What follows belongs to an exercise in optimizing a design on an open flow for small area and a short achievable clock period; a production flow would make more cautious choices. Only simulation tests tie the RTL to the original design; equivalence was not proved.

## flow/design.v (module list and top-level ports; edited modules follow where they fit)
// module DCT: 8060 lines
// module DCT_fa: 4 lines
// module DCT_ha: 4 lines
module DCT #(parameter horizontal = 1) (
  input wire CLK, input wire RST, input wire i_stb,
  input wire [7:0] i_D0, i_D1, i_D2, i_D3, i_D4, i_D5, i_D6, i_D7,
  output wire o_stb,
  output wire signed [15:0] o_D0, o_D1, o_D2, o_D3, o_D4, o_D5, o_D6, o_D7
);
  // ...
==> flow/run.sh <==
#!/bin/bash
# synth_recipe.tcl (not shown) runs the flow's synth.tcl, then flattens the netlist and writes it again
# the make line also repeats each setting of config.mk as NAME=value (left out here)
make -C /OpenROAD-flow-scripts/flow DESIGN_CONFIG=/design/flow/config.mk WORK_HOME=/design/flow/orfs CLKGATE_MAP_FILE= SYNTH_SCRIPT=/design/flow/synth_recipe.tcl finish
==> flow/config.mk <==
export PLATFORM = sky130hd
export DESIGN_NAME = DCT
export DESIGN_NICKNAME = DCT
export VERILOG_FILES = /design/flow/design.v
export SDC_FILE = /design/flow/constraint.sdc
export NUM_CORES = 4
export LEC_CHECK = 0
export ABC_CLOCK_PERIOD_IN_PS = 3000
export CAP_MARGIN = 20
export CORE_MARGIN = 2
export CORE_UTILIZATION = 55
export PLACE_DENSITY = 0.75
export SETUP_SLACK_MARGIN = 5
export SLEW_MARGIN = 20
export SYNTH_HIERARCHICAL = 1
export SYNTH_MINIMUM_KEEP_SIZE = 0
==> flow/constraint.sdc <==
create_clock -name core_clock -period 8.0 [get_ports {CLK}]
set_input_delay 1.6000 -clock core_clock [delete_from_list [all_inputs] [get_ports {CLK}]]
set_output_delay 1.6000 -clock core_clock [all_outputs]
set_load 0.01 [all_outputs]
==> summary.txt, run 1 <==
Setup path
  • Buffers and inverters on the worst path: 1
  • Worst path cell trace: buf_6, fa_2, fa_2, fa_2, fa_2, fa_2
  • Most Frequent Cell on Critical Path: fa_2
  • WS Path Type: reg -> reg
  • Top Family by Delay on Critical Path: adder cells
  • Reg-to-Reg Start: r2_1376$_DFF_P_

Final layout
  • Post-layout instance area: 40,200 um2
  • N_diodes: 2
  • Commonest non-fill, non-tap cells in the layout: inv_1, fa_1, dfxtp_1, ha_1, dlygate4sd2_1
  • Multi-Input Combinational: between 1,500 and 2,000

Drt
  • Drt pass-1 iters: 5
  • Detailed-route DRC error count: 0
  • DR WL met3: 6220 um
  • Antenna-violating nets left: 0

Global routing
  • Met2 global-route usage: between 40% and 50%
  • Total grt overflow: 0
  • Most used routing layer: met2

Logic synthesis
  • Post-synthesis register bit count: ~530
  • Number of synthesized flops with an enable pin: 0
  • Main synth FF type: dfxtp_1
  • Post-Syn Area: approximately 35,000 um2
  • Xor and xnor area share after synthesis: around 3.5%

Outcome
  • Status: timing/DRC/antenna clean

Floorplanning
  • Die H: 255 um

Clock network
  • Skew-Pair Late Insertion Delay: between 0.6 and 0.7 ns

STA
  • Setup TNS: 0 ns
==> inputs of run 2 (changes only) <==
--- a/flow/config.mk
+++ b/flow/config.mk
@@ -8,8 +8,8 @@
 export ABC_CLOCK_PERIOD_IN_PS = 3000
 export CAP_MARGIN = 20
 export CORE_MARGIN = 2
-export CORE_UTILIZATION = 55
-export PLACE_DENSITY = 0.75
+export CORE_UTILIZATION = 40
+export PLACE_DENSITY = 0.6
 export SETUP_SLACK_MARGIN = 5
 export SLEW_MARGIN = 20
 export SYNTH_HIERARCHICAL = 1
==> run 2 against run 1 <==
- area after synthesis unchanged
- fmax increased by 1.1%
- cell area is 0.49% higher
- sequential share of layout area decreased by 0.16 points
- register-to-register slack improved by 0.03 ns
- first-iteration DRC count fell by 20%
- wire length fell by 4.5%
- critical path depth fell by 1
- setup slack improved by 0.034 ns
- critical endpoint is now r3_1717$_DFF_P_
- largest cell class unchanged
- highest routed layer unchanged
==> summary.txt, run 2 <==
Outcome
  • Status: timing/DRC/antenna clean (unchanged)

Final layout
  • Area grow syn2layout: 16.5% (was 16.0%)
  • Final #Nets: 4,218 (was 4,232)
  • Commonest non-fill, non-tap cells in the layout: fa_1, inv_1, dfxtp_1, ha_1, dlygate4sd2_1 (was inv_1, fa_1, dfxtp_1, ha_1, dlygate4sd2_1)
  • Post-layout instance area: 40,300 um2 (was 40,200 um2)
  • Max reg flops: 4 (unchanged)
  • Largest Register: stb (unchanged)
  • N_diodes: 0 (was 2)
  • Commonest non-fill, non-tap cell in the layout: fa_1 (was inv_1)
  • Share of cells above drive strength 1: 10.9% (was 12.2%)

STA
  • FMAX: 320 MHz (was 317 MHz)
  • Setup TNS: 0 ns (unchanged)
  • Final Critical Period: 3.12 ns (was 3.16 ns)
  • Final setup fails: 0 (unchanged)
  • RSZ-0062 raised after global routing: yes (unchanged)
  • Slew Viols, Final: 0 (unchanged)
  • Slew at the pin closest to its max-slew limit: 0.774 ns (was 0.785 ns)
  • Normalized max-slew margin: 48.0% (was 47.6%)
  • Final Hold Viols: 0 (unchanged)
  • Clock Skews: 0.0544 ns (was 0.0678 ns)
  • Fin crit share: 39.0% (was 39.4%)

Setup path
  • Crit-path max cell delay: 0.55 ns (was 0.58 ns)
  • Critical Path Fanout Max: 5 (was 6)
  • Crit path from: r2_1376$_DFF_P_ (unchanged)
  • Worst Setup End Kind: flip-flop (unchanged)
  • CP max-delay cell: fa_1 (was fa_2)
  • Worst path cell trace: fa_1, fa_1, fa_2, fa_2, fa_2 (was buf_6, fa_2, fa_2, fa_2, fa_2, fa_2)
  • CP Launch Type: flip-flop (unchanged)
  • CP arrival: 3.61 ns (was 3.69 ns)
  • WS Path Type: reg -> reg (unchanged)
  • Most Frequent Cell on Critical Path: fa_2 (unchanged)
  • Reg-to-Reg Start: r2_1376$_DFF_P_ (unchanged)
  • Top Family by Delay on Critical Path: adder cells (unchanged)
  • Buffers and inverters on the worst path: 0 (was 1)
  • Req. time, crit path: 8.49 ns (was 8.53 ns)

Logic synthesis
  • Synth top cells by count: inv_1, fa_1, dfxtp_1, ha_1, buf_4 (unchanged)
  • Avg Synthesized Cell Area: 12.0 um2 (unchanged)
  • Post-Syn Area: 34,600 um2 (unchanged)
  • Main synth FF type: dfxtp_1 (unchanged)
  • Number of synthesis warnings: 7 (unchanged)
  • Synth cell types: 56 (unchanged)
  • Cell with the most instances after synthesis: inv_1 (unchanged)
  • Number of synthesized flops with an enable pin: 0 (unchanged)
  • Synth area leaders: fa_1, dfxtp_1, ha_1 (unchanged)
  • Post-synth top area share: 31.1% (unchanged)
  • Synth area leader: fa_1 (unchanged)
  • Syn Inst Count: 2,897 (unchanged)
  • Post-synthesis register bit count: 531 (unchanged)
  • Seq/Total Area, Yosys: 30.7% (unchanged)
  • Async set-reset flop share out of synthesis: 0% (unchanged)

Drt
  • Drt wl/cell: 19.0 um (was 21.3 um)
  • Drt pass-1 iters: 5 (unchanged)
  • Antenna-violating nets left: 0 (unchanged)
  • Via density: 4.66 (was 5.25)
  • Detailed-route DRC error count: 0 (unchanged)
  • Via count: 20,193 (was 21,244)
  • WL final: 82,300 um (was 86,200 um)
  • DRT iter0 DRCs: 1,048 (was 1,317)

Global routing
  • Vias in the first global route: 22,182 (was 23,601)
  • Pin count of the biggest net entering global routing: 19 (unchanged)
  • Initial antenna violation count: 9 (was 5)
  • GRT Total Usage: 19.2% (was 27.3%)
  • First-pass GRT wire length: 129,000 um (was 132,000 um)
  • Total grt overflow: 0 (unchanged)

Placement
  • Post-placement cell area: 37,400 um2 (was 36,900 um2)
  • I/O Buffers: 188 (unchanged)
  • Routability cong.: 0.882 (was 0.925)
  • DPL Wire Length: 63,400 um (was 64,200 um)

Floorplanning
  • Total die area: 88,900 um2 (was 65,000 um2)
  • CORE AREA: 85,400 um2 (was 61,900 um2)
  • Die H: 298 um (was 255 um)
  • Initial Util: 40.5% (was 55.9%)
  • Row Count: 107 (was 91)
  • # IOs: 196 (unchanged)
  • Die width: 298 um (was 255 um)

Clock network
  • CTS buffer count: 61 (was 57)
  • CTS tree: built (unchanged)
  • Skew-Pair Late Insertion Delay: 0.66 ns (about the same)
  • Worst-path clk slew: 0.06 ns (about the same)
  • Max Root-Sink Buffers: 3 (unchanged)
  • CTS Sinks: 531 (unchanged)
  • Max H-tree Level: 2 (unchanged)
  • Root Driver: clkbuf_16 (unchanged)

Hold path
  • Hold Path Class: reg -> reg (unchanged)
  • Hold_sp: r2_781$_DFF_P_ (was r2_783$_DFF_P_)

Flow run
  • Max_cap viols: 0 (unchanged)
-- run 2: cell counts after synthesis --
No cell type changed its count.
-- run 2: timing repair --
item	4_1_cts	5_1_grt
resized for setup	231	53
hold buffers	0	0
setup buffers	40	42
pin swaps	10	20
endpoints found under the setup margin	249	73
-- run 2: area by class of cell --
type / count / area [um2]
clock buffer: 71 / 1650
sequential: 531 / 10800
timing repair buffer: 276 / 2460
clock inverter: 36 / 509
tap: 1144 / 1430
multi-input combinational: 1736 / 21400
fill: 7923 / 45100
inverter: 539 / 2050
-- run 2: logic make-up after synthesis --
family                   Yosys count  synth area share [%]
other                              2                0.0217
XOR/XNOR                         140                  3.54
AND/OR/NAND/NOR                  270                  3.77
AO/OA/AOI/OAI                    281                  5.35
adder cells (fa/ha/maj)         1006                  48.0
flip-flops                       531                  30.7
buffers and inverters            667                  8.62
-- run 2: routing by layer --
metal	global-route usage (%)	up-vias	share of wire, %
li1	-	9444	-
met1	25.4	9997	43
met2	32.0	566	47
met3	3.41	186	6.5
met4	6.16	0	3.6
met5	0	-	0
-- run 2: final timing paths --
| kind | endpoint | depth (start not counted) | slack [ns] |
|---|---|---|---|
| worst min-delay path | r3_782$_DFF_P_ | 0 | 0.32 |
| worst max-delay path | r3_1717$_DFF_P_ | 5 | 4.88 |
| worst max register to register | r3_1717$_DFF_P_ | 5 | 4.88 |
| worst min register to register | r3_782$_DFF_P_ | 0 | 0.32 |
-- run 2: per-stage QoR --
step                      setup WS (ns)  hold WS [ns]  std cells  utilization, %
after floorplan                    4.82         0.310       2934               -
after global placement             4.10         0.311       4144            43.7
after detailed placement           4.09         0.313       4144            43.7
after CTS                          4.90         0.323       4291            46.7
after global routing               4.86         0.330       4333            47.2
final                              4.88         0.324       4333            47.2
-- run 2: per-module statistics from Yosys (local to each module, per instance) --
module  cell area, um2  times used  flip-flops and latches  cells inside
DCT              18800           1                     531          1957
DCT_fa            20.0         537                       0             1
DCT_ha            12.5         403                       0             1
==> inputs of run 3 (changes only) <==
==> flow/flow/run.sh (new file) <==
#!/bin/bash
# Own layout flow: the standard layout (standard.sh, standard synthesis unchanged),
# with a tighter setup-repair target and plain buffers on the ports.
# Knobs are set in flow/knobs.txt (one make assignment per line).
set -euo pipefail
here=$(pwd)
python3 - "$here" <<'PY'
import sys, shlex
here = sys.argv[1]
s = open(here + '/standard.sh').read()
knobs = [l.strip() for l in open(here + '/flow/knobs.txt') if l.strip() and not l.startswith('#')]
extra = ' '.join(shlex.quote(k) for k in knobs)
s = s.replace('"${@:-finish}"', extra + ' "${@:-finish}"')
open(here + '/standard_own.sh', 'w').write(s)
PY
bash standard_own.sh > "$here/flow_make.log" 2>&1
==> flow/flow/knobs.txt (new file) <==
SETUP_SLACK_MARGIN=5.3
BUFFER_PORTS_ARGS=-buffer_cell sky130_fd_sc_hd__buf_2
==> flow/standard.sh (new file) <==
#!/bin/bash
# synth_recipe.tcl (not shown) runs the flow's synth.tcl, then flattens the netlist and writes it again
# the make line also repeats each setting of config.mk as NAME=value (left out here)
make -C /OpenROAD-flow-scripts/flow DESIGN_CONFIG=/design/flow/config.mk WORK_HOME=/design/flow/orfs CLKGATE_MAP_FILE= SYNTH_SCRIPT=/design/flow/synth_recipe.tcl "${@:-finish}"
removed: flow/run.sh
==> run 3 against run 2 <==
- still clean on timing, DRC and antenna
- register-to-register slack gained 0.02 ns
- sequential share of layout area fell by 0.34 points
- fmax up 0.78%
- critical path depth did not move
- core utilization increased by 1.5 points
- global-route usage is 0.32 points higher
- setup slack gained 0.024 ns
- critical path type unchanged
- highest routed layer is now met5
==> summary.txt, run 3 <==
Final layout
  • Area grow syn2layout: 20.2% (was 16.5%)
  • Max reg flops: 4 (unchanged)
  • Commonest non-fill, non-tap cells in the layout: inv_1, ha_1, fa_1, dfxtp_1, buf_4 (was fa_1, inv_1, dfxtp_1, ha_1, dlygate4sd2_1)
  • Largest Register: stb (unchanged)
  • Post-layout instance area: 41,600 um2 (was 40,300 um2)
  • Fillers: 7,625 (was 7,923)
  • Register area: 11,000 um2 (was 10,800 um2)
  • Multi-input gate area: 22,200 um2 (was 21,400 um2)
  • Commonest non-fill, non-tap cell in the layout: inv_1 (was fa_1)
  • Final #Nets: 4,291 (was 4,218)
  • Share of cells above drive strength 1: 26.4% (was 10.9%)

Drt
  • DRT iter0 DRCs: 1,082 (was 1,048)
  • Drt wl/cell: 19.2 um (was 19.0 um)
  • Drt pass-1 iters: 5 (unchanged)
  • Antenna-violating nets left: 0 (unchanged)
  • Detailed-route DRC error count: 0 (unchanged)
  • Via count: 20,525 (was 20,193)
  • WL final: 84,700 um (was 82,300 um)
  • Via density: 4.66 (about the same)

Setup path
  • Most Frequent Cell on Critical Path: fa_1 (was fa_2)
  • Crit-path max cell delay: 0.57 ns (was 0.55 ns)
  • Critical Path Fanout Max: 6 (was 5)
  • CP max-delay cell: fa_1 (unchanged)
  • CP arrival: 3.61 ns (about the same)
  • Worst path cell trace: fa_1, fa_1, fa_1, fa_1, fa_2 (was fa_1, fa_1, fa_2, fa_2, fa_2)
  • CP Launch Type: flip-flop (unchanged)
  • WS Path Type: reg -> reg (unchanged)
  • Req. time, crit path: 8.51 ns (was 8.49 ns)
  • Worst Setup End Kind: flip-flop (unchanged)

Clock network
  • Max H-tree Level: 2 (unchanged)
  • Max Root-Sink Buffers: 3 (unchanged)
  • Skew-Pair Late Insertion Delay: 0.67 ns (was 0.66 ns)
  • Worst-path clk slew: 0.06 ns (about the same)
  • CTS tree: built (unchanged)
  • CTS Sinks: 531 (unchanged)
  • Root Driver: clkbuf_16 (unchanged)
  • CTS buffer count: 59 (was 61)

STA
  • Slew Viols, Final: 0 (unchanged)
  • Final Critical Period: 3.10 ns (was 3.12 ns)
  • FMAX: 323 MHz (was 320 MHz)
  • Normalized max-slew margin: 58.0% (was 48.0%)
  • Slew at the pin closest to its max-slew limit: 0.626 ns (was 0.774 ns)
  • Clock Skews: 0.0700 ns (was 0.0544 ns)
  • RSZ-0062 raised after global routing: yes (unchanged)
  • Final Hold Viols: 0 (unchanged)
  • WHS: 0.325 ns (was 0.324 ns)
  • Fin crit share: 38.7% (was 39.0%)
  • Setup TNS: 0 ns (unchanged)
  • Final setup fails: 0 (unchanged)

Placement
  • Routability cong.: 0.877 (was 0.882)
  • Post-placement cell area: 36,600 um2 (was 37,400 um2)
  • DPL Wire Length: 63,800 um (was 63,400 um)
  • I/O Buffers: 188 (unchanged)

Logic synthesis
  • Synth Area in Compound Gates: 5.35% (unchanged)
  • Synth area leader: fa_1 (unchanged)
  • Synth Area in Adders: 48.0% (unchanged)
  • Avg Synthesized Cell Area: 12.0 um2 (unchanged)
  • Xor and xnor area share after synthesis: 3.54% (unchanged)
  • Post-Syn Area: 34,600 um2 (unchanged)
  • Synth top cells by count: inv_1, fa_1, dfxtp_1, ha_1, buf_4 (unchanged)
  • Post-synthesis register bit count: 531 (unchanged)
  • Post-synthesis mux area share: 0% (unchanged)
  • Seq/Total Area, Yosys: 30.7% (unchanged)
  • Number of synthesis warnings: 7 (unchanged)
  • Syn Inst Count: 2,897 (unchanged)
  • Simple-gate share of the synthesized area: 3.77% (unchanged)
  • Main synth FF type: dfxtp_1 (unchanged)
  • Synth area leaders: fa_1, dfxtp_1, ha_1 (unchanged)
  • Largest family of logic cells by synthesized area: adder cells (unchanged)
  • Number of synthesized flops with an enable pin: 0 (unchanged)
  • Post-synth top area share: 31.1% (unchanged)
  • Async set-reset flop share out of synthesis: 0% (unchanged)
  • Synth cell types: 56 (unchanged)
  • Cell with the most instances after synthesis: inv_1 (unchanged)

Floorplanning
  • CORE AREA: 85,400 um2 (unchanged)
  • Row Count: 107 (unchanged)
  • Initial Util: 40.5% (unchanged)
  • Die H: 298 um (unchanged)
  • Die width: 298 um (unchanged)
  • # IOs: 196 (unchanged)
  • Total die area: 88,900 um2 (unchanged)

Global routing
  • Pin count of the biggest net entering global routing: 20 (was 19)
  • Total grt overflow: 0 (unchanged)
  • Initial antenna violation count: 4 (was 9)
  • First-pass GRT wire length: 131,000 um (was 129,000 um)
  • Vias in the first global route: 22,390 (was 22,182)
  • GRT Total Usage: 19.5% (was 19.2%)

Flow run
  • Max_cap viols: 0 (unchanged)

Outcome
  • Status: timing/DRC/antenna clean (unchanged)

Hold path
  • Hold Path Class: reg -> reg (unchanged)
## run 3: cell types whose count changed in the layout (fill, tap and decap cells not counted), sizes merged, moves of 7 or more
cell / before / now
buf: 88 / 351
clkdlybuf4s50: 42 / 0
dlygate4sd2: 136 / 0
dlymetal6s2s: 7 / 0
clkinvlp: 14 / 6
clkinv: 14 / 24
## run 3: through the flow
stage | cells | setup slack [ns] | util, %
2_1_floorplan | 2934 | 4.82 | -
3_5_place_dp | 4143 | 4.47 | 42.8
3_3_place_gp | 4143 | 4.49 | 42.8
6_report | 4408 | 4.90 | 48.7
4_1_cts | 4363 | 4.92 | 47.5
5_1_grt | 4407 | 4.87 | 48.7
## run 3: Yosys stat by module, one instance, submodules excluded
| module | copies in the design | area, um2 | cells | flops+latches |
|---|---|---|---|---|
| DCT | 1 | 18800 | 1957 | 531 |
| DCT_fa | 537 | 20.0 | 1 | 0 |
| DCT_ha | 403 | 12.5 | 1 | 0 |
## run 3: kinds of logic (layout without fill, tap and decap cells)
logic type / Yosys count / in the layout
other: 2 / 40
AOI/OAI and AO/OA: 281 / 281
xor gates and xnor gates: 140 / 140
DFF: 531 / 531
and+or+nand+nor: 270 / 270
buffers and inverters: 667 / 996
adders and majority gates: 1006 / 1006
## run 3: path summary, 6_finish.rpt
| check | from | end | slack [ns] | cells after the start |
|---|---|---|---|---|
| worst min register to register | r2_801$_DFF_P_ | r3_802$_DFF_P_ | 0.33 | 0 |
| worst min-delay path | r2_801$_DFF_P_ | r3_802$_DFF_P_ | 0.33 | 0 |
| worst max-delay path | r2_1376$_DFF_P_ | r3_2813$_DFF_P_ | 4.90 | 5 |
| worst max register to register | r2_1376$_DFF_P_ | r3_2813$_DFF_P_ | 4.90 | 5 |
## run 3: layer usage
layer | vias up | part of all wire, % | GRT usage, %
met5 | - | 0.015 | 0
met2 | 555 | 47 | 32.7
met4 | 2 | 4.0 | 7.14
li1 | 9610 | - | -
met3 | 188 | 6.5 | 3.54
met1 | 10170 | 42 | 25.3
## run 3: area by class of cell
class,instances,share of cell area (%)
antenna,1,0.00601
clock buffer,76,3.97
clock inverter,30,0.824
inverter,539,4.96
multi-input combinational,1736,53.3
sequential,531,26.4
tap,1144,3.44
timing repair buffer,351,7.10
## run 3: what timing repair did
action,CTS,global route
setup endpoints to repair,256,231
resized for setup,342,174
pin swaps,91,110
hold buffers,0,0
buffers inserted,114,44
## run 3: worst max-delay path, delay by kind of cell (launching register included)
family	cells	cell delay, ns
adders and majority gates	5	2.46
DFF	1	0.46

what the ideal ports hide:
In the flow no input, the clock included, has a driving cell. The finished layouts below were timed again as built, in two steps.
Step 1 sets driving cells, clkbuf_16 on the clock port and buf_2 on the other inputs (assumed; they add their load-dependent delay and slew).
Step 2, shift: input delay + t, output delay - t, t = (earliest + latest rising clock arrival at the registers) / 2. This alone moves slack from input paths to output paths.
a / b / c = no drivers / after step 1 / after step 2; a / b = the first two.
run	t, ns	setup slack, ns	hold WS [ns]	worst setup path after step 2
run 1	0.682	4.845 / 4.845 / 4.372	0.324 / 0.324 / 0.324	input to register
run 2	0.696	4.879 / 4.879 / 4.386	0.324 / 0.324 / 0.324	input to register
run 3	0.700	4.904 / 4.904 / 4.611	0.325 / 0.325 / 0.325	input to register
After both steps setup and hold are still met in every run listed. The setup slack of run 2, which loses most, moves by 0.000 ns with the drivers and by -0.493 ns with both steps.
